Context: an optimization exercise on an open-source flow, tuned for small area. The choices shown serve that exercise and are no tape-out recipe.
Function was checked by simulation only, so behaviour that the tests miss may differ from the original.
The flow treats the clock pin as an ideal source, which a real chip does not have.
Power is estimated from default activity; no workload was simulated.

run 1:
==> flow/design.v (excerpt) <==
module deja_glitch_power (
	input	wire	clk_i,
	input	wire	rst_i,
	input	wire	stb_i,
	input	wire	we_i,
	input	wire	[3:0] adr_i,
	input	wire	[7:0] dat_i,
	output	reg		ack_o,
	output	reg		[7:0] dat_o,
	input	wire	run_i,
	output	reg		power_o
	);
Size: ~500 cells after synthesis, about 27 I/O pins, about 4800 µm² of cells after synthesis.
export LEC_CHECK = 0
export CAP_MARGIN = 20
export CORE_MARGIN = 2
export CORE_UTILIZATION = 65
export PLACE_DENSITY = 0.8
export SLEW_MARGIN = 20
create_clock -name core_clock -period 6.0 [get_ports {clk_i}]
standard.sh (not shown) runs the stock make flow with config.mk's settings and CLKGATE_MAP_FILE= SYNTH_SCRIPT=/design/flow/synth_recipe.tcl, a recipe that flattens the netlist after the stock synthesis.
==> flow/flow/run.sh <==
#!/bin/bash
# Standard ORFS flow, with one extra step between synthesis and floorplan:
# flow/polar.py re-chooses signal polarities in the synthesized netlist (full
# adders and gates with complemented inputs/outputs) to remove inverters.
# Registers are not touched. Extra make settings (clock tree options, port
# buffer cell) come from flow/make_args.txt, one per line.
# Each tool's output goes to its own log file here.
set -euo pipefail
RES=orfs/results/${FLOW_PLATFORM}/deja_glitch_power/base
LIB=${FLOW_HOME}/platforms/${FLOW_PLATFORM}/lib/sky130_fd_sc_hd__tt_025C_1v80.lib
ARGS=()
if [[ -f flow/make_args.txt ]]; then
  while IFS= read -r line; do
    [[ -n "$line" ]] && ARGS+=("$line")
  done < flow/make_args.txt
fi

bash standard.sh synth > log_synth.txt 2>&1
cp ${RES}/1_2_yosys.v 1_2_yosys_standard.v
yosys -q -l log_yosys_json.txt -p "read_liberty -lib ${LIB}; read_verilog ${RES}/1_2_yosys.v; write_json polar_in.json" > /dev/null 2>&1
POLAR_ITERS=2000 python3 flow/polar.py ${LIB} polar_in.json polar_out.json --downsize > log_polar.txt 2>&1
# keep the new netlist only if it computes the same flip-flop inputs and outputs
# as the synthesized one on random patterns
if python3 flow/check.py ${LIB} polar_in.json polar_out.json > log_check.txt 2>&1; then
  yosys -q -l log_yosys_write.txt -p "read_json polar_out.json; write_verilog -noattr -nohex -nodec ${RES}/1_2_yosys.v" > /dev/null 2>&1
fi
rm -f ${RES}/1_synth.odb ${RES}/1_synth.sdc
bash standard.sh "PRE_CTS_TCL=$(pwd)/flow/clock.tcl" "${ARGS[@]}" finish > log_finish.txt 2>&1
==> flow/flow/make_args.txt <==
CLOCK_ROOT_BUF=sky130_fd_sc_hd__clkbuf_8
CLOCK_LEAF_BUF=sky130_fd_sc_hd__clkbuf_4
CLOCK_LEAVES=8
BUFFER_PORTS_ARGS=-buffer_cell sky130_fd_sc_hd__buf_1
CTS_ARGS=-clk_nets clk_i -repair_clock_nets
Other scripts of this flow, unchanged in this note and not shown: flow/flow/check.py, flow/flow/clock.tcl, flow/flow/polar.py
Per the final summary, run 1 finished and its layout is clean on timing, DRC and antenna.
What run 2 does differently from run 1 at the input level:
- changing CAP_MARGIN from 20 to 0
- changing PLACE_DENSITY from 0.8 to 0.9
- changing CORE_UTILIZATION from 65 to 80
- changing SLEW_MARGIN from 20 to 0
==> flow/flow/make_args.txt <==
CLOCK_ROOT_BUF=sky130_fd_sc_hd__clkbuf_4
CLOCK_LEAF_BUF=sky130_fd_sc_hd__clkbuf_4
CLOCK_LEAVES=7
BUFFER_PORTS_ARGS=-buffer_cell sky130_fd_sc_hd__buf_1
CTS_ARGS=-clk_nets clk_i -repair_clock_nets
## What came out
Multi-input logic portion of the cell area, run 2 and run 1, higher one = run 2. After detailed routing, run 1 needs less wire than run 2. Cmp run 2 and run 1 / synthesis-to-finish area growth / lower: run 2. Summary of the comparison: wire length on met2 is higher in run 2, relative to run 1. The estimated power of run 2 ends up lower than the estimate for run 1. Multi-input combinational cell count delta (run 1 -> run 2): insignificant. Sequential share of layout area (lower): run 1. Fmax: run 2 lower than run 1. Share of the clock period used by the worst path (run 2 over run 1): increase, 0.48 points. The final area of run 2 is lower than that of run 1.
Inputs modified between run 2 and run 3:
- swapping 0 for 20 in SLEW_MARGIN
- swapping 0 for 20 in CAP_MARGIN
==> flow/flow/make_args.txt <==
CLOCK_ROOT_BUF=sky130_fd_sc_hd__clkbuf_4
CLOCK_LEAF_BUF=sky130_fd_sc_hd__clkbuf_4
CLOCK_LEAVES=8
BUFFER_PORTS_ARGS=-buffer_cell sky130_fd_sc_hd__buf_1
CTS_ARGS=-clk_nets clk_i -repair_clock_nets
==> summary.txt <==
All of run 2 and run 3 finish clean. Per the comparison of run 3 with run 2, setup slack +0.0070 ns, fmax roughly the same, total vias in the final route now smaller, post-layout minimum cycle time fell 0.0070 ns, sequential share of power now sits lower. Against run 2, the final cell area of run 3 is higher. [diff] wire length of the first global-routing pass, run 3 relative to run 2: improvement. Routed length on met3 on run 3 is down relative to run 2. In the tables for run 2 and run 3, layout overhead on the synthesized area reads lower with run 2.
For run 4, these inputs were changed with respect to run 3:
- a change of CAP_MARGIN from 20 to 0
- a change of SLEW_MARGIN from 20 to 0
[summary]
- Changes observed in run 4 relative to run 3: final area essentially unchanged; maximum frequency essentially unchanged; number of detailed-routing iterations run before antenna repair increased 1; overall power essentially unchanged.
- Looking at utilization after layout, run 4 sits 0.17 points lower than run 3 does.
- Any difference in wire length per cell between run 4 and run 3 is small enough to ignore.
- In terms of power density relative to cell area, run 4 and run 3 differ only marginally.
- Reported for run 3 and run 4, quantity of I/O buffers inserted on ports turned out identical to the last digit.
- Relative to run 3, the worst setup slack of run 4 is higher by 0.014 ns.
- Looking at final critical-path required period, run 4 sits 0.014 ns lower than run 3 does.
- Going from run 3 to run 4, post-route clock period utilization shrinks by 0.24 points.

## separate check: timing with driven ports
The flow's constraints put no driver on any port. The routed layouts listed below were extracted and timed again, unchanged, in two steps.
Step 1 assumes that a clkbuf_16 drives the clock port and a buf_2 every other input.
Step 2, shift: input delay + t, output delay - t, t = (earliest + latest rising clock arrival at the registers) / 2. This alone moves slack from input paths to output paths.
Three values: no drivers, after step 1, after step 2; two values: the first two.
| run | t (ns) | slack for setup (ns) | worst setup path at the end |
|---|---|---|---|
| run 1 | 0.389 | 0.835 / 0.835 / 0.835 | register to register |
| run 2 | 0.453 | 0.806 / 0.806 / 0.806 | register to register |
| run 3 | 0.456 | 0.813 / 0.813 / 0.813 | register to register |
| run 4 | 0.460 | 0.828 / 0.828 / 0.828 | register to register |
After both steps every run listed still meets setup and hold.
